Source: an optimization exercise on an open RTL-to-GDS flow (aim: small area and a short achievable clock period). Production flows keep margins and buffers that such runs may drop.
Only simulation tests tie the RTL to the original design; equivalence was not proved.

==> design.v <==
module divi (input logic clock,
             input logic [31:0]  denom,
             input logic [62:0]  numer,
             output logic [62:0]  quotient);
logic [62:0] s1_n;
always_ff @(posedge clock) s1_n <= numer;
logic [31:0] s1_dn;
always_ff @(posedge clock) s1_dn <= ~denom;
logic [32:1] hz1;
assign hz1[32] = 1'b1;
for (genvar j = 1; j < 32; j++) assign hz1[j] = hz1[j+1] & s1_dn[j];
logic q0;
logic [0:0] rp0, dv0, r0;
logic [1:1] c0;
assign rp0 = s1_n[62];
assign dv0 = s1_dn[0:0];
assign c0[1] = rp0[0] | dv0[0];
assign q0 = c0[1] & hz1[1];
assign r0[0] = ~(rp0[0] ^ (q0 & ~dv0[0]));
logic q1;
logic [1:0] rp1, dv1, r1;
logic [2:1] c1;
assign rp1 = {r0[0:0], ~s1_n[61]};
logic [31:0] dt1;
assign dt1 = ~s1_dn;
assign dv1 = dt1[1:0];
assign c1[1] = rp1[0] & dv1[0];
assign q1 = ~c1[2] & hz1[2];
assign r1[0] = ~(rp1[0] ^ (q1 & dv1[0]));
logic [1:1] sm1;
for (genvar j = 1; j < 2; j++) begin : row1
  divi_fa fa (.a(rp1[j]), .b(dv1[j]), .ci(c1[j]), .s(sm1[j]), .co(c1[j+1]));
  divi_mi mi (.a(sm1[j]), .b(rp1[j]), .sel(q1), .y(r1[j]));
end
logic q2;
logic [2:0] rp2, dv2, r2;
logic [3:1] c2;
assign rp2 = {r1[1:0], s1_n[60]};
assign dv2 = s1_dn[2:0];
assign c2[1] = rp2[0] | dv2[0];
assign q2 = c2[3] & hz1[3];
assign r2[0] = ~(rp2[0] ^ (q2 & ~dv2[0]));
logic [2:1] sm2;
for (genvar j = 1; j < 3; j++) begin : row2
  divi_fa fa (.a(rp2[j]), .b(dv2[j]), .ci(c2[j]), .s(sm2[j]), .co(c2[j+1]));
  divi_mi mi (.a(sm2[j]), .b(rp2[j]), .sel(q2), .y(r2[j]));
end
logic q3;
logic [3:0] rp3, dv3, r3;
logic [4:1] c3;
assign rp3 = {r2[2:0], ~s1_n[59]};
assign dv3 = dt1[3:0];
assign c3[1] = rp3[0] & dv3[0];
assign q3 = ~c3[4] & hz1[4];
assign r3[0] = ~(rp3[0] ^ (q3 & dv3[0]));
logic [3:1] sm3;
for (genvar j = 1; j < 4; j++) begin : row3
  divi_fa fa (.a(rp3[j]), .b(dv3[j]), .ci(c3[j]), .s(sm3[j]), .co(c3[j+1]));
  divi_mi mi (.a(sm3[j]), .b(rp3[j]), .sel(q3), .y(r3[j]));
end
logic q4;
logic [4:0] rp4, dv4, r4;
logic [5:1] c4;
assign rp4 = {r3[3:0], s1_n[58]};
assign dv4 = s1_dn[4:0];
assign c4[1] = rp4[0] | dv4[0];
assign q4 = c4[5] & hz1[5];
assign r4[0] = ~(rp4[0] ^ (q4 & ~dv4[0]));
logic [4:1] sm4;
for (genvar j = 1; j < 5; j++) begin : row4
  divi_fa fa (.a(rp4[j]), .b(dv4[j]), .ci(c4[j]), .s(sm4[j]), .co(c4[j+1]));
  divi_mi mi (.a(sm4[j]), .b(rp4[j]), .sel(q4), .y(r4[j]));
end
logic q5;
logic [5:0] rp5, dv5, r5;
logic [6:1] c5;
assign rp5 = {r4[4:0], ~s1_n[57]};
assign dv5 = dt1[5:0];
assign c5[1] = rp5[0] & dv5[0];
assign q5 = ~c5[6] & hz1[6];
assign r5[0] = ~(rp5[0] ^ (q5 & dv5[0]));
logic [5:1] sm5;
for (genvar j = 1; j < 6; j++) begin : row5
  divi_fa fa (.a(rp5[j]), .b(dv5[j]), .ci(c5[j]), .s(sm5[j]), .co(c5[j+1]));
  divi_mi mi (.a(sm5[j]), .b(rp5[j]), .sel(q5), .y(r5[j]));
end
logic q6;
logic [6:0] rp6, dv6, r6;
logic [7:1] c6;
assign rp6 = {r5[5:0], s1_n[56]};
assign dv6 = s1_dn[6:0];
assign c6[1] = rp6[0] | dv6[0];
assign q6 = c6[7] & hz1[7];
assign r6[0] = ~(rp6[0] ^ (q6 & ~dv6[0]));
logic [6:1] sm6;
for (genvar j = 1; j < 7; j++) begin : row6
  divi_fa fa (.a(rp6[j]), .b(dv6[j]), .ci(c6[j]), .s(sm6[j]), .co(c6[j+1]));
  divi_mi mi (.a(sm6[j]), .b(rp6[j]), .sel(q6), .y(r6[j]));
end
logic q7;
logic [7:0] rp7, dv7, r7;
logic [8:1] c7;
assign rp7 = {r6[6:0], ~s1_n[55]};
assign dv7 = dt1[7:0];
assign c7[1] = rp7[0] & dv7[0];
assign q7 = ~c7[8] & hz1[8];
assign r7[0] = ~(rp7[0] ^ (q7 & dv7[0]));
logic [7:1] sm7;
for (genvar j = 1; j < 8; j++) begin : row7
  divi_fa fa (.a(rp7[j]), .b(dv7[j]), .ci(c7[j]), .s(sm7[j]), .co(c7[j+1]));
  divi_mi mi (.a(sm7[j]), .b(rp7[j]), .sel(q7), .y(r7[j]));
end
logic q8;
logic [8:0] rp8, dv8, r8;
logic [9:1] c8;
assign rp8 = {r7[7:0], s1_n[54]};
assign dv8 = s1_dn[8:0];
assign c8[1] = rp8[0] | dv8[0];
assign q8 = c8[9] & hz1[9];
assign r8[0] = ~(rp8[0] ^ (q8 & ~dv8[0]));
logic [8:1] sm8;
for (genvar j = 1; j < 9; j++) begin : row8
  divi_fa fa (.a(rp8[j]), .b(dv8[j]), .ci(c8[j]), .s(sm8[j]), .co(c8[j+1]));
  divi_mi mi (.a(sm8[j]), .b(rp8[j]), .sel(q8), .y(r8[j]));
end
logic q9;
logic [9:0] rp9, dv9, r9;
logic [10:1] c9;
assign rp9 = {r8[8:0], ~s1_n[53]};
assign dv9 = dt1[9:0];
assign c9[1] = rp9[0] & dv9[0];
assign q9 = ~c9[10] & hz1[10];
assign r9[0] = ~(rp9[0] ^ (q9 & dv9[0]));
logic [9:1] sm9;
for (genvar j = 1; j < 10; j++) begin : row9
  divi_fa fa (.a(rp9[j]), .b(dv9[j]), .ci(c9[j]), .s(sm9[j]), .co(c9[j+1]));
  divi_mi mi (.a(sm9[j]), .b(rp9[j]), .sel(q9), .y(r9[j]));
end
logic q10;
logic [10:0] rp10, dv10, r10;
logic [11:1] c10;
assign rp10 = {r9[9:0], s1_n[52]};
assign dv10 = s1_dn[10:0];
assign c10[1] = rp10[0] | dv10[0];
assign q10 = c10[11] & hz1[11];
assign r10[0] = ~(rp10[0] ^ (q10 & ~dv10[0]));
logic [10:1] sm10;
for (genvar j = 1; j < 11; j++) begin : row10
  divi_fa fa (.a(rp10[j]), .b(dv10[j]), .ci(c10[j]), .s(sm10[j]), .co(c10[j+1]));
  divi_mi mi (.a(sm10[j]), .b(rp10[j]), .sel(q10), .y(r10[j]));
end
logic q11;
logic [11:0] rp11, dv11, r11;
logic [12:1] c11;
assign rp11 = {r10[10:0], ~s1_n[51]};
assign dv11 = dt1[11:0];
assign c11[1] = rp11[0] & dv11[0];
assign q11 = ~c11[12] & hz1[12];
assign r11[0] = ~(rp11[0] ^ (q11 & dv11[0]));
logic [11:1] sm11;
for (genvar j = 1; j < 12; j++) begin : row11
  divi_fa fa (.a(rp11[j]), .b(dv11[j]), .ci(c11[j]), .s(sm11[j]), .co(c11[j+1]));
  divi_mi mi (.a(sm11[j]), .b(rp11[j]), .sel(q11), .y(r11[j]));
end
logic q12;
logic [12:0] rp12, dv12, r12;
logic [13:1] c12;
assign rp12 = {r11[11:0], s1_n[50]};
assign dv12 = s1_dn[12:0];
assign c12[1] = rp12[0] | dv12[0];
assign q12 = c12[13] & hz1[13];
assign r12[0] = ~(rp12[0] ^ (q12 & ~dv12[0]));
logic [12:1] sm12;
for (genvar j = 1; j < 13; j++) begin : row12
  divi_fa fa (.a(rp12[j]), .b(dv12[j]), .ci(c12[j]), .s(sm12[j]), .co(c12[j+1]));
  divi_mi mi (.a(sm12[j]), .b(rp12[j]), .sel(q12), .y(r12[j]));
end
logic q13;
logic [13:0] rp13, dv13, r13;
logic [14:1] c13;
assign rp13 = {r12[12:0], ~s1_n[49]};
assign dv13 = dt1[13:0];
assign c13[1] = rp13[0] & dv13[0];
assign q13 = ~c13[14] & hz1[14];
assign r13[0] = ~(rp13[0] ^ (q13 & dv13[0]));
logic [13:1] sm13;
for (genvar j = 1; j < 14; j++) begin : row13
  divi_fa fa (.a(rp13[j]), .b(dv13[j]), .ci(c13[j]), .s(sm13[j]), .co(c13[j+1]));
  divi_mi mi (.a(sm13[j]), .b(rp13[j]), .sel(q13), .y(r13[j]));
end
logic q14;
logic [14:0] rp14, dv14, r14;
logic [15:1] c14;
assign rp14 = {r13[13:0], s1_n[48]};
assign dv14 = s1_dn[14:0];
assign c14[1] = rp14[0] | dv14[0];
assign q14 = c14[15] & hz1[15];
assign r14[0] = ~(rp14[0] ^ (q14 & ~dv14[0]));
logic [14:1] sm14;
for (genvar j = 1; j < 15; j++) begin : row14
  divi_fa fa (.a(rp14[j]), .b(dv14[j]), .ci(c14[j]), .s(sm14[j]), .co(c14[j+1]));
  divi_mi mi (.a(sm14[j]), .b(rp14[j]), .sel(q14), .y(r14[j]));
end
logic q15;
logic [15:0] rp15, dv15, r15;
logic [16:1] c15;
assign rp15 = {r14[14:0], ~s1_n[47]};
assign dv15 = dt1[15:0];
assign c15[1] = rp15[0] & dv15[0];
assign q15 = ~c15[16] & hz1[16];
assign r15[0] = ~(rp15[0] ^ (q15 & dv15[0]));
logic [15:1] sm15;
for (genvar j = 1; j < 16; j++) begin : row15
  divi_fa fa (.a(rp15[j]), .b(dv15[j]), .ci(c15[j]), .s(sm15[j]), .co(c15[j+1]));
  divi_mi mi (.a(sm15[j]), .b(rp15[j]), .sel(q15), .y(r15[j]));
end
logic q16;
logic [16:0] rp16, dv16, r16;
logic [17:1] c16;
assign rp16 = {r15[15:0], s1_n[46]};
assign dv16 = s1_dn[16:0];
assign c16[1] = rp16[0] | dv16[0];
assign q16 = c16[17] & hz1[17];
assign r16[0] = ~(rp16[0] ^ (q16 & ~dv16[0]));
logic [16:1] sm16;
for (genvar j = 1; j < 17; j++) begin : row16
  divi_fa fa (.a(rp16[j]), .b(dv16[j]), .ci(c16[j]), .s(sm16[j]), .co(c16[j+1]));
  divi_mi mi (.a(sm16[j]), .b(rp16[j]), .sel(q16), .y(r16[j]));
end
logic q17;
logic [17:0] rp17, dv17, r17;
logic [18:1] c17;
assign rp17 = {r16[16:0], ~s1_n[45]};
assign dv17 = dt1[17:0];
assign c17[1] = rp17[0] & dv17[0];
assign q17 = ~c17[18] & hz1[18];
assign r17[0] = ~(rp17[0] ^ (q17 & dv17[0]));
logic [17:1] sm17;
for (genvar j = 1; j < 18; j++) begin : row17
  divi_fa fa (.a(rp17[j]), .b(dv17[j]), .ci(c17[j]), .s(sm17[j]), .co(c17[j+1]));
  divi_mi mi (.a(sm17[j]), .b(rp17[j]), .sel(q17), .y(r17[j]));
end
logic q18;
logic [18:0] rp18, dv18, r18;
logic [19:1] c18;
assign rp18 = {r17[17:0], s1_n[44]};
assign dv18 = s1_dn[18:0];
assign c18[1] = rp18[0] | dv18[0];
assign q18 = c18[19] & hz1[19];
assign r18[0] = ~(rp18[0] ^ (q18 & ~dv18[0]));
logic [18:1] sm18;
for (genvar j = 1; j < 19; j++) begin : row18
  divi_fa fa (.a(rp18[j]), .b(dv18[j]), .ci(c18[j]), .s(sm18[j]), .co(c18[j+1]));
  divi_mi mi (.a(sm18[j]), .b(rp18[j]), .sel(q18), .y(r18[j]));
end
logic [18:0] s2_q;
always_ff @(posedge clock) s2_q <= {q0, q1, q2, q3, q4, q5, q6, q7, q8, q9, q10, q11, q12, q13, q14, q15, q16, q17, q18};
logic [43:0] s2_n;
always_ff @(posedge clock) s2_n <= s1_n[43:0];
logic [31:0] s2_dn;
always_ff @(posedge clock) s2_dn <= s1_dn;
logic [18:0] s2_r;
always_ff @(posedge clock) s2_r <= r18;
logic [32:1] hz2;
assign hz2[32] = 1'b1;
for (genvar j = 1; j < 32; j++) assign hz2[j] = hz2[j+1] & s2_dn[j];
logic q19;
logic [19:0] rp19, dv19, r19;
logic [20:1] c19;
assign rp19 = {s2_r[18:0], ~s2_n[43]};
logic [31:0] dt2;
assign dt2 = ~s2_dn;
assign dv19 = dt2[19:0];
assign c19[1] = rp19[0] & dv19[0];
assign q19 = ~c19[20] & hz2[20];
assign r19[0] = ~(rp19[0] ^ (q19 & dv19[0]));
logic [19:1] sm19;
for (genvar j = 1; j < 20; j++) begin : row19
  divi_fa fa (.a(rp19[j]), .b(dv19[j]), .ci(c19[j]), .s(sm19[j]), .co(c19[j+1]));
  divi_mi mi (.a(sm19[j]), .b(rp19[j]), .sel(q19), .y(r19[j]));
end
logic q20;
logic [20:0] rp20, dv20, r20;
logic [21:1] c20;
assign rp20 = {r19[19:0], s2_n[42]};
assign dv20 = s2_dn[20:0];
assign c20[1] = rp20[0] | dv20[0];
assign q20 = c20[21] & hz2[21];
assign r20[0] = ~(rp20[0] ^ (q20 & ~dv20[0]));
logic [20:1] sm20;
for (genvar j = 1; j < 21; j++) begin : row20
  divi_fa fa (.a(rp20[j]), .b(dv20[j]), .ci(c20[j]), .s(sm20[j]), .co(c20[j+1]));
  divi_mi mi (.a(sm20[j]), .b(rp20[j]), .sel(q20), .y(r20[j]));
end
logic q21;
logic [21:0] rp21, dv21, r21;
logic [22:1] c21;
assign rp21 = {r20[20:0], ~s2_n[41]};
assign dv21 = dt2[21:0];
assign c21[1] = rp21[0] & dv21[0];
assign q21 = ~c21[22] & hz2[22];
assign r21[0] = ~(rp21[0] ^ (q21 & dv21[0]));
logic [21:1] sm21;
for (genvar j = 1; j < 22; j++) begin : row21
  divi_fa fa (.a(rp21[j]), .b(dv21[j]), .ci(c21[j]), .s(sm21[j]), .co(c21[j+1]));
  divi_mi mi (.a(sm21[j]), .b(rp21[j]), .sel(q21), .y(r21[j]));
end
logic q22;
logic [22:0] rp22, dv22, r22;
logic [23:1] c22;
assign rp22 = {r21[21:0], s2_n[40]};
assign dv22 = s2_dn[22:0];
assign c22[1] = rp22[0] | dv22[0];
assign q22 = c22[23] & hz2[23];
assign r22[0] = ~(rp22[0] ^ (q22 & ~dv22[0]));
logic [22:1] sm22;
for (genvar j = 1; j < 23; j++) begin : row22
  divi_fa fa (.a(rp22[j]), .b(dv22[j]), .ci(c22[j]), .s(sm22[j]), .co(c22[j+1]));
  divi_mi mi (.a(sm22[j]), .b(rp22[j]), .sel(q22), .y(r22[j]));
end
logic q23;
logic [23:0] rp23, dv23, r23;
logic [24:1] c23;
assign rp23 = {r22[22:0], ~s2_n[39]};
assign dv23 = dt2[23:0];
assign c23[1] = rp23[0] & dv23[0];
assign q23 = ~c23[24] & hz2[24];
assign r23[0] = ~(rp23[0] ^ (q23 & dv23[0]));
logic [23:1] sm23;
for (genvar j = 1; j < 24; j++) begin : row23
  divi_fa fa (.a(rp23[j]), .b(dv23[j]), .ci(c23[j]), .s(sm23[j]), .co(c23[j+1]));
  divi_mi mi (.a(sm23[j]), .b(rp23[j]), .sel(q23), .y(r23[j]));
end
logic q24;
logic [24:0] rp24, dv24, r24;
logic [25:1] c24;
assign rp24 = {r23[23:0], s2_n[38]};
assign dv24 = s2_dn[24:0];
assign c24[1] = rp24[0] | dv24[0];
assign q24 = c24[25] & hz2[25];
assign r24[0] = ~(rp24[0] ^ (q24 & ~dv24[0]));
logic [24:1] sm24;
for (genvar j = 1; j < 25; j++) begin : row24
  divi_fa fa (.a(rp24[j]), .b(dv24[j]), .ci(c24[j]), .s(sm24[j]), .co(c24[j+1]));
  divi_mi mi (.a(sm24[j]), .b(rp24[j]), .sel(q24), .y(r24[j]));
end
logic q25;
logic [25:0] rp25, dv25, r25;
logic [26:1] c25;
assign rp25 = {r24[24:0], ~s2_n[37]};
assign dv25 = dt2[25:0];
assign c25[1] = rp25[0] & dv25[0];
assign q25 = ~c25[26] & hz2[26];
assign r25[0] = ~(rp25[0] ^ (q25 & dv25[0]));
logic [25:1] sm25;
for (genvar j = 1; j < 26; j++) begin : row25
  divi_fa fa (.a(rp25[j]), .b(dv25[j]), .ci(c25[j]), .s(sm25[j]), .co(c25[j+1]));
  divi_mi mi (.a(sm25[j]), .b(rp25[j]), .sel(q25), .y(r25[j]));
end
logic q26;
logic [26:0] rp26, dv26, r26;
logic [27:1] c26;
assign rp26 = {r25[25:0], s2_n[36]};
assign dv26 = s2_dn[26:0];
assign c26[1] = rp26[0] | dv26[0];
assign q26 = c26[27] & hz2[27];
assign r26[0] = ~(rp26[0] ^ (q26 & ~dv26[0]));
logic [26:1] sm26;
for (genvar j = 1; j < 27; j++) begin : row26
  divi_fa fa (.a(rp26[j]), .b(dv26[j]), .ci(c26[j]), .s(sm26[j]), .co(c26[j+1]));
  divi_mi mi (.a(sm26[j]), .b(rp26[j]), .sel(q26), .y(r26[j]));
end
logic [26:0] s3_q;
always_ff @(posedge clock) s3_q <= {s2_q, q19, q20, q21, q22, q23, q24, q25, q26};
logic [35:0] s3_n;
always_ff @(posedge clock) s3_n <= s2_n[35:0];
logic [31:0] s3_dn;
always_ff @(posedge clock) s3_dn <= s2_dn;
logic [26:0] s3_r;
always_ff @(posedge clock) s3_r <= r26;
logic [32:1] hz3;
assign hz3[32] = 1'b1;
for (genvar j = 1; j < 32; j++) assign hz3[j] = hz3[j+1] & s3_dn[j];
logic q27;
logic [27:0] rp27, dv27, r27;
logic [28:1] c27;
assign rp27 = {s3_r[26:0], ~s3_n[35]};
logic [31:0] dt3;
assign dt3 = ~s3_dn;
assign dv27 = dt3[27:0];
assign c27[1] = rp27[0] & dv27[0];
assign q27 = ~c27[28] & hz3[28];
assign r27[0] = ~(rp27[0] ^ (q27 & dv27[0]));
logic [27:1] sm27;
for (genvar j = 1; j < 28; j++) begin : row27
  divi_fa fa (.a(rp27[j]), .b(dv27[j]), .ci(c27[j]), .s(sm27[j]), .co(c27[j+1]));
  divi_mi mi (.a(sm27[j]), .b(rp27[j]), .sel(q27), .y(r27[j]));
end
logic q28;
logic [28:0] rp28, dv28, r28;
logic [29:1] c28;
assign rp28 = {r27[27:0], s3_n[34]};
assign dv28 = s3_dn[28:0];
assign c28[1] = rp28[0] | dv28[0];
assign q28 = c28[29] & hz3[29];
assign r28[0] = ~(rp28[0] ^ (q28 & ~dv28[0]));
logic [28:1] sm28;
for (genvar j = 1; j < 29; j++) begin : row28
  divi_fa fa (.a(rp28[j]), .b(dv28[j]), .ci(c28[j]), .s(sm28[j]), .co(c28[j+1]));
  divi_mi mi (.a(sm28[j]), .b(rp28[j]), .sel(q28), .y(r28[j]));
end
logic q29;
logic [29:0] rp29, dv29, r29;
logic [30:1] c29;
assign rp29 = {r28[28:0], ~s3_n[33]};
assign dv29 = dt3[29:0];
assign c29[1] = rp29[0] & dv29[0];
assign q29 = ~c29[30] & hz3[30];
assign r29[0] = ~(rp29[0] ^ (q29 & dv29[0]));
logic [29:1] sm29;
for (genvar j = 1; j < 30; j++) begin : row29
  divi_fa fa (.a(rp29[j]), .b(dv29[j]), .ci(c29[j]), .s(sm29[j]), .co(c29[j+1]));
  divi_mi mi (.a(sm29[j]), .b(rp29[j]), .sel(q29), .y(r29[j]));
end
logic q30;
logic [30:0] rp30, dv30, r30;
logic [31:1] c30;
assign rp30 = {r29[29:0], s3_n[32]};
assign dv30 = s3_dn[30:0];
assign c30[1] = rp30[0] | dv30[0];
assign q30 = c30[31] & hz3[31];
assign r30[0] = ~(rp30[0] ^ (q30 & ~dv30[0]));
logic [30:1] sm30;
for (genvar j = 1; j < 31; j++) begin : row30
  divi_fa fa (.a(rp30[j]), .b(dv30[j]), .ci(c30[j]), .s(sm30[j]), .co(c30[j+1]));
  divi_mi mi (.a(sm30[j]), .b(rp30[j]), .sel(q30), .y(r30[j]));
end
logic q31;
logic [31:0] rp31, dv31, r31;
logic [32:1] c31;
assign rp31 = {r30[30:0], ~s3_n[31]};
assign dv31 = dt3[31:0];
assign c31[1] = rp31[0] & dv31[0];
assign q31 = ~c31[32];
assign r31[0] = ~(rp31[0] ^ (q31 & dv31[0]));
logic [31:1] sm31;
for (genvar j = 1; j < 32; j++) begin : row31
  divi_fa fa (.a(rp31[j]), .b(dv31[j]), .ci(c31[j]), .s(sm31[j]), .co(c31[j+1]));
  divi_mi mi (.a(sm31[j]), .b(rp31[j]), .sel(q31), .y(r31[j]));
end
logic q32;
logic [31:0] rp32;
assign rp32 = {r31[30:0], s3_n[30]};
logic [32:0] c32;
assign c32[0] = 1'b1;
logic [31:0] sm32;
assign sm32[0] = ~(rp32[0] ^ s3_dn[0]);
assign c32[1] = rp32[0] | s3_dn[0];
for (genvar j = 1; j < 32; j++) divi_fa fa32 (.a(rp32[j]), .b(s3_dn[j]), .ci(c32[j]), .s(sm32[j]), .co(c32[j+1]));
logic [32:0] r32;
assign r32 = {~(r31[31] ^ c32[32]), sm32};
assign q32 = ~r32[32];
logic [32:0] s4_q;
always_ff @(posedge clock) s4_q <= {s3_q, q27, q28, q29, q30, q31, q32};
logic [29:0] s4_n;
always_ff @(posedge clock) s4_n <= s3_n[29:0];
logic [31:0] s4_dn;
always_ff @(posedge clock) s4_dn <= s3_dn;
logic [32:0] s4_r;
always_ff @(posedge clock) s4_r <= r32;
logic q33;
logic [31:0] rp33;
assign rp33 = {s4_r[30:0], s4_n[29]};
logic [31:0] op33;
assign op33 = s4_dn ^ {32{s4_r[32]}};
logic [32:0] c33;
assign c33[0] = ~s4_r[32];
logic [31:0] sm33;
for (genvar j = 0; j < 32; j++) divi_fa fa33 (.a(rp33[j]), .b(op33[j]), .ci(c33[j]), .s(sm33[j]), .co(c33[j+1]));
logic [32:0] r33;
assign r33 = {s4_r[31] ^ ~s4_r[32] ^ c33[32], sm33};
assign q33 = ~r33[32];
logic q34;
logic [31:0] rp34;
assign rp34 = {r33[30:0], s4_n[28]};
logic [31:0] op34;
assign op34 = s4_dn ^ {32{r33[32]}};
logic [32:0] c34;
assign c34[0] = ~r33[32];
logic [31:0] sm34;
for (genvar j = 0; j < 32; j++) divi_fa fa34 (.a(rp34[j]), .b(op34[j]), .ci(c34[j]), .s(sm34[j]), .co(c34[j+1]));
logic [32:0] r34;
assign r34 = {r33[31] ^ ~r33[32] ^ c34[32], sm34};
assign q34 = ~r34[32];
logic q35;
logic [31:0] rp35;
assign rp35 = {r34[30:0], s4_n[27]};
logic [31:0] op35;
assign op35 = s4_dn ^ {32{r34[32]}};
logic [32:0] c35;
assign c35[0] = ~r34[32];
logic [31:0] sm35;
for (genvar j = 0; j < 32; j++) divi_fa fa35 (.a(rp35[j]), .b(op35[j]), .ci(c35[j]), .s(sm35[j]), .co(c35[j+1]));
logic [32:0] r35;
assign r35 = {r34[31] ^ ~r34[32] ^ c35[32], sm35};
assign q35 = ~r35[32];
logic q36;
logic [31:0] rp36;
assign rp36 = {r35[30:0], s4_n[26]};
logic [31:0] op36;
assign op36 = s4_dn ^ {32{r35[32]}};
logic [32:0] c36;
assign c36[0] = ~r35[32];
logic [31:0] sm36;
for (genvar j = 0; j < 32; j++) divi_fa fa36 (.a(rp36[j]), .b(op36[j]), .ci(c36[j]), .s(sm36[j]), .co(c36[j+1]));
logic [32:0] r36;
assign r36 = {r35[31] ^ ~r35[32] ^ c36[32], sm36};
assign q36 = ~r36[32];
logic q37;
logic [31:0] rp37;
assign rp37 = {r36[30:0], s4_n[25]};
logic [31:0] op37;
assign op37 = s4_dn ^ {32{r36[32]}};
logic [32:0] c37;
assign c37[0] = ~r36[32];
logic [31:0] sm37;
for (genvar j = 0; j < 32; j++) divi_fa fa37 (.a(rp37[j]), .b(op37[j]), .ci(c37[j]), .s(sm37[j]), .co(c37[j+1]));
logic [32:0] r37;
assign r37 = {r36[31] ^ ~r36[32] ^ c37[32], sm37};
assign q37 = ~r37[32];
logic q38;
logic [31:0] rp38;
assign rp38 = {r37[30:0], s4_n[24]};
logic [31:0] op38;
assign op38 = s4_dn ^ {32{r37[32]}};
logic [32:0] c38;
assign c38[0] = ~r37[32];
logic [31:0] sm38;
for (genvar j = 0; j < 32; j++) divi_fa fa38 (.a(rp38[j]), .b(op38[j]), .ci(c38[j]), .s(sm38[j]), .co(c38[j+1]));
logic [32:0] r38;
assign r38 = {r37[31] ^ ~r37[32] ^ c38[32], sm38};
assign q38 = ~r38[32];
logic [38:0] s5_q;
always_ff @(posedge clock) s5_q <= {s4_q, q33, q34, q35, q36, q37, q38};
logic [23:0] s5_n;
always_ff @(posedge clock) s5_n <= s4_n[23:0];
logic [31:0] s5_dn;
always_ff @(posedge clock) s5_dn <= s4_dn;
logic [32:0] s5_r;
always_ff @(posedge clock) s5_r <= r38;
logic q39;
logic [31:0] rp39;
assign rp39 = {s5_r[30:0], s5_n[23]};
logic [31:0] op39;
assign op39 = s5_dn ^ {32{s5_r[32]}};
logic [32:0] c39;
assign c39[0] = ~s5_r[32];
logic [31:0] sm39;
for (genvar j = 0; j < 32; j++) divi_fa fa39 (.a(rp39[j]), .b(op39[j]), .ci(c39[j]), .s(sm39[j]), .co(c39[j+1]));
logic [32:0] r39;
assign r39 = {s5_r[31] ^ ~s5_r[32] ^ c39[32], sm39};
assign q39 = ~r39[32];
logic q40;
logic [31:0] rp40;
assign rp40 = {r39[30:0], s5_n[22]};
logic [31:0] op40;
assign op40 = s5_dn ^ {32{r39[32]}};
logic [32:0] c40;
assign c40[0] = ~r39[32];
logic [31:0] sm40;
for (genvar j = 0; j < 32; j++) divi_fa fa40 (.a(rp40[j]), .b(op40[j]), .ci(c40[j]), .s(sm40[j]), .co(c40[j+1]));
logic [32:0] r40;
assign r40 = {r39[31] ^ ~r39[32] ^ c40[32], sm40};
assign q40 = ~r40[32];
logic q41;
logic [31:0] rp41;
assign rp41 = {r40[30:0], s5_n[21]};
logic [31:0] op41;
assign op41 = s5_dn ^ {32{r40[32]}};
logic [32:0] c41;
assign c41[0] = ~r40[32];
logic [31:0] sm41;
for (genvar j = 0; j < 32; j++) divi_fa fa41 (.a(rp41[j]), .b(op41[j]), .ci(c41[j]), .s(sm41[j]), .co(c41[j+1]));
logic [32:0] r41;
assign r41 = {r40[31] ^ ~r40[32] ^ c41[32], sm41};
assign q41 = ~r41[32];
logic q42;
logic [31:0] rp42;
assign rp42 = {r41[30:0], s5_n[20]};
logic [31:0] op42;
assign op42 = s5_dn ^ {32{r41[32]}};
logic [32:0] c42;
assign c42[0] = ~r41[32];
logic [31:0] sm42;
for (genvar j = 0; j < 32; j++) divi_fa fa42 (.a(rp42[j]), .b(op42[j]), .ci(c42[j]), .s(sm42[j]), .co(c42[j+1]));
logic [32:0] r42;
assign r42 = {r41[31] ^ ~r41[32] ^ c42[32], sm42};
assign q42 = ~r42[32];
logic q43;
logic [31:0] rp43;
assign rp43 = {r42[30:0], s5_n[19]};
logic [31:0] op43;
assign op43 = s5_dn ^ {32{r42[32]}};
logic [32:0] c43;
assign c43[0] = ~r42[32];
logic [31:0] sm43;
for (genvar j = 0; j < 32; j++) divi_fa fa43 (.a(rp43[j]), .b(op43[j]), .ci(c43[j]), .s(sm43[j]), .co(c43[j+1]));
logic [32:0] r43;
assign r43 = {r42[31] ^ ~r42[32] ^ c43[32], sm43};
assign q43 = ~r43[32];
logic q44;
logic [31:0] rp44;
assign rp44 = {r43[30:0], s5_n[18]};
logic [31:0] op44;
assign op44 = s5_dn ^ {32{r43[32]}};
logic [32:0] c44;
assign c44[0] = ~r43[32];
logic [31:0] sm44;
for (genvar j = 0; j < 32; j++) divi_fa fa44 (.a(rp44[j]), .b(op44[j]), .ci(c44[j]), .s(sm44[j]), .co(c44[j+1]));
logic [32:0] r44;
assign r44 = {r43[31] ^ ~r43[32] ^ c44[32], sm44};
assign q44 = ~r44[32];
logic [44:0] s6_q;
always_ff @(posedge clock) s6_q <= {s5_q, q39, q40, q41, q42, q43, q44};
logic [17:0] s6_n;
always_ff @(posedge clock) s6_n <= s5_n[17:0];
logic [31:0] s6_dn;
always_ff @(posedge clock) s6_dn <= s5_dn;
logic [32:0] s6_r;
always_ff @(posedge clock) s6_r <= r44;
logic q45;
logic [31:0] rp45;
assign rp45 = {s6_r[30:0], s6_n[17]};
logic [31:0] op45;
assign op45 = s6_dn ^ {32{s6_r[32]}};
logic [32:0] c45;
assign c45[0] = ~s6_r[32];
logic [31:0] sm45;
for (genvar j = 0; j < 32; j++) divi_fa fa45 (.a(rp45[j]), .b(op45[j]), .ci(c45[j]), .s(sm45[j]), .co(c45[j+1]));
logic [32:0] r45;
assign r45 = {s6_r[31] ^ ~s6_r[32] ^ c45[32], sm45};
assign q45 = ~r45[32];
logic q46;
logic [31:0] rp46;
assign rp46 = {r45[30:0], s6_n[16]};
logic [31:0] op46;
assign op46 = s6_dn ^ {32{r45[32]}};
logic [32:0] c46;
assign c46[0] = ~r45[32];
logic [31:0] sm46;
for (genvar j = 0; j < 32; j++) divi_fa fa46 (.a(rp46[j]), .b(op46[j]), .ci(c46[j]), .s(sm46[j]), .co(c46[j+1]));
logic [32:0] r46;
assign r46 = {r45[31] ^ ~r45[32] ^ c46[32], sm46};
assign q46 = ~r46[32];
logic q47;
logic [31:0] rp47;
assign rp47 = {r46[30:0], s6_n[15]};
logic [31:0] op47;
assign op47 = s6_dn ^ {32{r46[32]}};
logic [32:0] c47;
assign c47[0] = ~r46[32];
logic [31:0] sm47;
for (genvar j = 0; j < 32; j++) divi_fa fa47 (.a(rp47[j]), .b(op47[j]), .ci(c47[j]), .s(sm47[j]), .co(c47[j+1]));
logic [32:0] r47;
assign r47 = {r46[31] ^ ~r46[32] ^ c47[32], sm47};
assign q47 = ~r47[32];
logic q48;
logic [31:0] rp48;
assign rp48 = {r47[30:0], s6_n[14]};
logic [31:0] op48;
assign op48 = s6_dn ^ {32{r47[32]}};
logic [32:0] c48;
assign c48[0] = ~r47[32];
logic [31:0] sm48;
for (genvar j = 0; j < 32; j++) divi_fa fa48 (.a(rp48[j]), .b(op48[j]), .ci(c48[j]), .s(sm48[j]), .co(c48[j+1]));
logic [32:0] r48;
assign r48 = {r47[31] ^ ~r47[32] ^ c48[32], sm48};
assign q48 = ~r48[32];
logic q49;
logic [31:0] rp49;
assign rp49 = {r48[30:0], s6_n[13]};
logic [31:0] op49;
assign op49 = s6_dn ^ {32{r48[32]}};
logic [32:0] c49;
assign c49[0] = ~r48[32];
logic [31:0] sm49;
for (genvar j = 0; j < 32; j++) divi_fa fa49 (.a(rp49[j]), .b(op49[j]), .ci(c49[j]), .s(sm49[j]), .co(c49[j+1]));
logic [32:0] r49;
assign r49 = {r48[31] ^ ~r48[32] ^ c49[32], sm49};
assign q49 = ~r49[32];
logic q50;
logic [31:0] rp50;
assign rp50 = {r49[30:0], s6_n[12]};
logic [31:0] op50;
assign op50 = s6_dn ^ {32{r49[32]}};
logic [32:0] c50;
assign c50[0] = ~r49[32];
logic [31:0] sm50;
for (genvar j = 0; j < 32; j++) divi_fa fa50 (.a(rp50[j]), .b(op50[j]), .ci(c50[j]), .s(sm50[j]), .co(c50[j+1]));
logic [32:0] r50;
assign r50 = {r49[31] ^ ~r49[32] ^ c50[32], sm50};
assign q50 = ~r50[32];
logic [50:0] s7_q;
always_ff @(posedge clock) s7_q <= {s6_q, q45, q46, q47, q48, q49, q50};
logic [11:0] s7_n;
always_ff @(posedge clock) s7_n <= s6_n[11:0];
logic [31:0] s7_dn;
always_ff @(posedge clock) s7_dn <= s6_dn;
logic [32:0] s7_r;
always_ff @(posedge clock) s7_r <= r50;
logic q51;
logic [31:0] rp51;
assign rp51 = {s7_r[30:0], s7_n[11]};
logic [31:0] op51;
assign op51 = s7_dn ^ {32{s7_r[32]}};
logic [32:0] c51;
assign c51[0] = ~s7_r[32];
logic [31:0] sm51;
for (genvar j = 0; j < 32; j++) divi_fa fa51 (.a(rp51[j]), .b(op51[j]), .ci(c51[j]), .s(sm51[j]), .co(c51[j+1]));
logic [32:0] r51;
assign r51 = {s7_r[31] ^ ~s7_r[32] ^ c51[32], sm51};
assign q51 = ~r51[32];
logic q52;
logic [31:0] rp52;
assign rp52 = {r51[30:0], s7_n[10]};
logic [31:0] op52;
assign op52 = s7_dn ^ {32{r51[32]}};
logic [32:0] c52;
assign c52[0] = ~r51[32];
logic [31:0] sm52;
for (genvar j = 0; j < 32; j++) divi_fa fa52 (.a(rp52[j]), .b(op52[j]), .ci(c52[j]), .s(sm52[j]), .co(c52[j+1]));
logic [32:0] r52;
assign r52 = {r51[31] ^ ~r51[32] ^ c52[32], sm52};
assign q52 = ~r52[32];
logic q53;
logic [31:0] rp53;
assign rp53 = {r52[30:0], s7_n[9]};
logic [31:0] op53;
assign op53 = s7_dn ^ {32{r52[32]}};
logic [32:0] c53;
assign c53[0] = ~r52[32];
logic [31:0] sm53;
for (genvar j = 0; j < 32; j++) divi_fa fa53 (.a(rp53[j]), .b(op53[j]), .ci(c53[j]), .s(sm53[j]), .co(c53[j+1]));
logic [32:0] r53;
assign r53 = {r52[31] ^ ~r52[32] ^ c53[32], sm53};
assign q53 = ~r53[32];
logic q54;
logic [31:0] rp54;
assign rp54 = {r53[30:0], s7_n[8]};
logic [31:0] op54;
assign op54 = s7_dn ^ {32{r53[32]}};
logic [32:0] c54;
assign c54[0] = ~r53[32];
logic [31:0] sm54;
for (genvar j = 0; j < 32; j++) divi_fa fa54 (.a(rp54[j]), .b(op54[j]), .ci(c54[j]), .s(sm54[j]), .co(c54[j+1]));
logic [32:0] r54;
assign r54 = {r53[31] ^ ~r53[32] ^ c54[32], sm54};
assign q54 = ~r54[32];
logic q55;
logic [31:0] rp55;
assign rp55 = {r54[30:0], s7_n[7]};
logic [31:0] op55;
assign op55 = s7_dn ^ {32{r54[32]}};
logic [32:0] c55;
assign c55[0] = ~r54[32];
logic [31:0] sm55;
for (genvar j = 0; j < 32; j++) divi_fa fa55 (.a(rp55[j]), .b(op55[j]), .ci(c55[j]), .s(sm55[j]), .co(c55[j+1]));
logic [32:0] r55;
assign r55 = {r54[31] ^ ~r54[32] ^ c55[32], sm55};
assign q55 = ~r55[32];
logic q56;
logic [31:0] rp56;
assign rp56 = {r55[30:0], s7_n[6]};
logic [31:0] op56;
assign op56 = s7_dn ^ {32{r55[32]}};
logic [32:0] c56;
assign c56[0] = ~r55[32];
logic [31:0] sm56;
for (genvar j = 0; j < 32; j++) divi_fa fa56 (.a(rp56[j]), .b(op56[j]), .ci(c56[j]), .s(sm56[j]), .co(c56[j+1]));
logic [32:0] r56;
assign r56 = {r55[31] ^ ~r55[32] ^ c56[32], sm56};
assign q56 = ~r56[32];
logic [56:0] s8_q;
always_ff @(posedge clock) s8_q <= {s7_q, q51, q52, q53, q54, q55, q56};
logic [5:0] s8_n;
always_ff @(posedge clock) s8_n <= s7_n[5:0];
logic [31:0] s8_dn;
always_ff @(posedge clock) s8_dn <= s7_dn;
logic [32:0] s8_r;
always_ff @(posedge clock) s8_r <= r56;
logic q57;
logic [31:0] rp57;
assign rp57 = {s8_r[30:0], s8_n[5]};
logic [31:0] op57;
assign op57 = s8_dn ^ {32{s8_r[32]}};
logic [32:0] c57;
assign c57[0] = ~s8_r[32];
logic [31:0] sm57;
for (genvar j = 0; j < 32; j++) divi_fa fa57 (.a(rp57[j]), .b(op57[j]), .ci(c57[j]), .s(sm57[j]), .co(c57[j+1]));
logic [32:0] r57;
assign r57 = {s8_r[31] ^ ~s8_r[32] ^ c57[32], sm57};
assign q57 = ~r57[32];
logic q58;
logic [31:0] rp58;
assign rp58 = {r57[30:0], s8_n[4]};
logic [31:0] op58;
assign op58 = s8_dn ^ {32{r57[32]}};
logic [32:0] c58;
assign c58[0] = ~r57[32];
logic [31:0] sm58;
for (genvar j = 0; j < 32; j++) divi_fa fa58 (.a(rp58[j]), .b(op58[j]), .ci(c58[j]), .s(sm58[j]), .co(c58[j+1]));
logic [32:0] r58;
assign r58 = {r57[31] ^ ~r57[32] ^ c58[32], sm58};
assign q58 = ~r58[32];
logic q59;
logic [31:0] rp59;
assign rp59 = {r58[30:0], s8_n[3]};
logic [31:0] op59;
assign op59 = s8_dn ^ {32{r58[32]}};
logic [32:0] c59;
assign c59[0] = ~r58[32];
logic [31:0] sm59;
for (genvar j = 0; j < 32; j++) divi_fa fa59 (.a(rp59[j]), .b(op59[j]), .ci(c59[j]), .s(sm59[j]), .co(c59[j+1]));
logic [32:0] r59;
assign r59 = {r58[31] ^ ~r58[32] ^ c59[32], sm59};
assign q59 = ~r59[32];
logic q60;
logic [31:0] rp60;
assign rp60 = {r59[30:0], s8_n[2]};
logic [31:0] op60;
assign op60 = s8_dn ^ {32{r59[32]}};
logic [32:0] c60;
assign c60[0] = ~r59[32];
logic [31:0] sm60;
for (genvar j = 0; j < 32; j++) divi_fa fa60 (.a(rp60[j]), .b(op60[j]), .ci(c60[j]), .s(sm60[j]), .co(c60[j+1]));
logic [32:0] r60;
assign r60 = {r59[31] ^ ~r59[32] ^ c60[32], sm60};
assign q60 = ~r60[32];
logic q61;
logic [31:0] rp61;
assign rp61 = {r60[30:0], s8_n[1]};
logic [31:0] op61;
assign op61 = s8_dn ^ {32{r60[32]}};
logic [32:0] c61;
assign c61[0] = ~r60[32];
logic [31:0] sm61;
for (genvar j = 0; j < 32; j++) divi_fa fa61 (.a(rp61[j]), .b(op61[j]), .ci(c61[j]), .s(sm61[j]), .co(c61[j+1]));
logic [32:0] r61;
assign r61 = {r60[31] ^ ~r60[32] ^ c61[32], sm61};
assign q61 = ~r61[32];
logic q62;
logic [31:0] rp62;
assign rp62 = {r61[30:0], s8_n[0]};
logic [31:0] op62;
assign op62 = s8_dn ^ {32{r61[32]}};
logic [32:0] c62;
assign c62[0] = ~r61[32];
assign c62[32:1] = (rp62 & op62) | (rp62 & c62[31:0]) | (op62 & c62[31:0]);
assign q62 = ~(r61[31] ^ ~r61[32] ^ c62[32]);
logic [62:0] s9_q;
always_ff @(posedge clock) s9_q <= {s8_q, q57, q58, q59, q60, q61, q62};
logic [62:0] qd[1:7];
always_ff @(posedge clock) begin
   qd[1] <= s9_q;
   for (int j = 1; j < 7; j++) qd[j+1] <= qd[j];
end
assign quotient = qd[7];
endmodule
module divi_fa (input logic a, input logic b, input logic ci,
                output logic s, output logic co);
assign s = a ^ b ^ ci;
assign co = (a & b) | (a & ci) | (b & ci);
endmodule
module divi_mi (input logic a, input logic b, input logic sel,
                output logic y);
assign y = ~(sel ? a : b);
endmodule
==> flow/run.sh <==
#!/bin/bash
# Own layout flow: the standard flow (standard.sh, standard synthesis
# unchanged) with a smaller clock tree (no dummy loads, clkbuf_4 sink buffers
# in clusters of at most 10 sinks) and buf_1 port buffers.
set -euo pipefail
export BUFFER_PORTS_ARGS="-buffer_cell sky130_fd_sc_hd__buf_1"
export CTS_ARGS="-sink_clustering_enable -repair_clock_nets -dont_use_dummy_load -root_buf sky130_fd_sc_hd__clkbuf_16 -buf_list sky130_fd_sc_hd__clkbuf_4 -sink_clustering_size 10 -sink_clustering_max_diameter 45"
bash standard.sh > standard.log 2>&1
==> standard.sh <==
#!/bin/bash
# synth_recipe.tcl (not shown) runs the flow's synth.tcl, then flattens the netlist and writes it again
# the make line also repeats each setting of config.mk as NAME=value (left out here)
make -C /OpenROAD-flow-scripts/flow DESIGN_CONFIG=/design/flow/config.mk WORK_HOME=/design/flow/orfs CLKGATE_MAP_FILE= SYNTH_SCRIPT=/design/flow/synth_recipe.tcl "${@:-finish}"
==> config.mk <==
export PLATFORM = sky130hd
export DESIGN_NAME = divi
export DESIGN_NICKNAME = divi
export VERILOG_FILES = /design/flow/design.v
export SDC_FILE = /design/flow/constraint.sdc
export NUM_CORES = 4
export LEC_CHECK = 0
export CAP_MARGIN = 5
export CORE_MARGIN = 2
export CORE_UTILIZATION = 80
export SLEW_MARGIN = 5
export SYNTH_HIERARCHICAL = 1
export SYNTH_MINIMUM_KEEP_SIZE = 0
==> constraint.sdc <==
create_clock -name core_clock -period 460.0 [get_ports {clock}]
set_input_delay 92.0000 -clock core_clock [delete_from_list [all_inputs] [get_ports {clock}]]
set_output_delay 92.0000 -clock core_clock [all_outputs]
set_load 0.01 [all_outputs]
==> results_dict.tcl <==
set metrics [dict create \
    status "no timing/DRC/antenna violations" \
    cts_made_buffers 181 \
    cts_buffer_depth 3 \
    ys_async_sr_fraction 0 \
    cts.sinks 1475 \
    crit_slowest_cell "dfxtp_1" \
    setup_viol 0 \
    final_layout_size_suffix_gt1_frac 0.0576 \
    syn_to_final_growth_pct 4.29 \
    dp_cells 6375 \
    max_clock_freq_mhz 10.7 \
    io_buffers 158 \
    drv_cap 0 \
    rsz0062_at_grt "false" \
    ys_seq_area_frac 0.387 \
    r2r-end "s8_q[0]" \
    yosysUniqueCellTypes 61 \
    post_drt_wl_per_cell_um 20.1 \
    syn-num-nets 6708 \
    root_buffer "clkbuf_16" \
    synth.ff_latch_count 1475 \
    critPathMaxStageDelay_ns 0.36 \
    synth_edf_count 0 \
    crit_family "flip-flops" \
    grt_pass1_wl_mm 223 \
    crit_end "quotient[44]" \
    rr_worst_depth 214 \
    end_kind "primary output" \
    crit_start "qd[7][44]" \
    cp_num_buf_inv 1 \
    wl_mm 132 \
    io_pins 159 \
    cp_cell_sequence "buf_1" \
    r2r-start "s7_r[32]" \
    die_area_sq_um 97800 \
    core_area_sq_um 94700 \
    start_util 0.805 \
    regArea_sq_um 29500 \
    clk_pin_slew_worst_paths_ns 0.10 \
    synth_top_cell_by_area "dfxtp_1" \
    drcViolationCount 0 \
    cts_hold_buf 0 \
    netlist_top_cells_area "dfxtp_1, fa_1, xnor2_1" \
    synth_warnings 8 \
    htreeDepth 4 \
    finish.utilization 0.840 \
    postSynthCellCount 5156 \
    clock_latency_ns 0.78 \
    cts_tree "yes" \
    die_w_um 313 \
    worst-setup-path-type "reg2out" \
    vias 36600 \
    viasPerCell 5.58 \
    grt_max_degree 42 \
    fin_skew_ns 0.123 \
    netlist_area_sq_um 76300 \
    grt_overflow 0 \
    finalHoldViolCount 0 \
    fin_crit_ns 93.29 \
    synth_ff_type "dfxtp_1" \
    drt-initial-drc-count 1553 \
    row_count 113 \
    drtPass1Iterations 5 \
    max-slew-margin-rel 0.279 \
    postCtsSetupBuffers 0 \
    start_kind "register" \
    place.gp.congestion 0.868 \
    cp.arrival_ns 1.29 \
    required_ns 368.00 \
    layout.nets 6845 \
    cts_resized 0 \
    tightest_slew_ns 1.07 \
    ant_nets 0 \
    final_common_cell "dfxtp_1" \
    yosys.area.top_type_share 0.387 \
    min_period_over_period 0.203 \
    rrSetupSlack_ns 374.32 \
    grt_pass1_vias 43700 \
    syn_avg_cell_area_sq_um 14.8 \
    crit_path_max_fanout 1 \
    antenna_found_initial 2 \
    final.fill_count 4825 \
    grt_use_total 0.295 \
    hpwlAfterDp_mm 109 \
    instances_no_fill 6558 \
    final_cell_mix "dfxtp_1, fa_1, xnor2_1, mux2i_1, xor2_1" \
    final_max_slew_viol_count 0 \
    cp.depth 1 \
    multi_input_area_sq_um 45500 \
    die_h_um 313 \
    worstHoldPathType "reg2reg" \
    setup_tns_ns 0 \
]
==> per-module statistics from Yosys (local to each module, per instance) <==
module | copies in the design | cells inside | area [sq um]
divi | 1 | 3205 | 42200
divi_fa | 1455 | 1 | 20.0
divi_mi | 496 | 1 | 10.0
==> worst min-delay path by stage <==
stage	end	cells after the start	startpoint
after floorplan	qd[1][0]	0	s9_q[0]
after global routing	qd[5][14]	0	qd[4][14]
after detailed placement	qd[1][15]	0	s9_q[15]
after global placement	qd[7][15]	0	qd[6][15]
final	qd[5][14]	0	qd[4][14]
after CTS	qd[5][14]	0	qd[4][14]
==> cell usage after synthesis, types with 15 or more instances <==
cell,count
xor2_1,330
or2_2,15
nand2_1,27
xnor2_1,697
fa_1,1455
clkbuf_1,99
nor3_1,25
buf_2,25
inv_1,137
mux2i_1,504
xnor2_2,20
nor2_1,53
buf_1,136
dfxtp_1,1475
==> metal layers <==
| layer | global-route usage | vias to the layer above | wire [um] |
|---|---|---|---|
| li1 | - | 16200 | - |
| met1 | 0.334 | 19300 | 47000 |
| met2 | 0.547 | 748 | 73600 |
| met3 | 0.0475 | 351 | 4500 |
| met4 | 0.135 | 0 | 6450 |
| met5 | 0 | - | 0 |
==> cells by family after synthesis <==
| group | Yosys count | share of synthesized area |
|---|---|---|
| flops | 1475 | 0.387 |
| fa+ha+maj | 1457 | 0.382 |
| xor+xnor | 1053 | 0.124 |
| mux | 506 | 0.0664 |
| buf+inv | 402 | 0.0205 |
| simple gates | 184 | 0.0121 |
| compound gates | 79 | 0.00750 |
==> registers in the layout, summed over array words and instances (netlist names), 36 cells and up <==
| name | flops |
|---|---|
| qd | 441 |
| s1_n | 63 |
| s9_q | 63 |
| s8_q | 57 |
| s7_q | 51 |
| s6_q | 45 |
| s2_n | 44 |
| s5_q | 39 |
| s3_n | 36 |
==> final cells by class <==
class	count	area share
diodes	2	0.0000629
clock buffers	181	0.0173
inverters	138	0.00654
multi-input cells	3279	0.572
flip-flops and latches	1475	0.371
well taps	1265	0.0199
repair buffers	218	0.0131
==> per-stage QoR <==
step | setup slack (ns) | hold slack [ns] | cell area [sq um]
6_report | 366.72 | 0.236 | 79500
5_1_grt | 366.59 | 0.210 | 79500
4_1_cts | 366.60 | 0.188 | 79500
3_5_place_dp | 367.51 | 0.312 | 78200
3_3_place_gp | 367.57 | 0.310 | 78200
2_1_floorplan | 367.67 | 0.310 | 76300
==> worst register-to-register path, delay by kind of cell, from the launching register on <==
| kind | cells | cell delay, ns |
|---|---|---|
| adders and majority gates | 192 | 77.17 |
| xor gates and xnor gates | 18 | 5.78 |
| buffers and inverters | 4 | 1.63 |
| DFF | 1 | 1.01 |

-- port drivers added, routing unchanged --
Ports are ideal in the flow. The routed layout listed here was re-timed in OpenROAD. Step 1 sets driving cells, clkbuf_16 on the clock port and buf_2 on the other inputs (assumed; they add their load-dependent delay and slew). Step 2 also shifts input and output timing later by t, the mid clock arrival at the registers, as if the neighbouring blocks saw the same clock. Three values: no drivers, after step 1, after step 2; two values: the first two.
t, ns: 0.786
setup WS [ns]: 366.715 / 366.640 / 367.426
worst setup path after step 2: register to output
After both steps setup and hold are still met in this run. For this run, drivers alone change the setup slack by -0.075 ns; drivers and shift together by +0.711 ns.
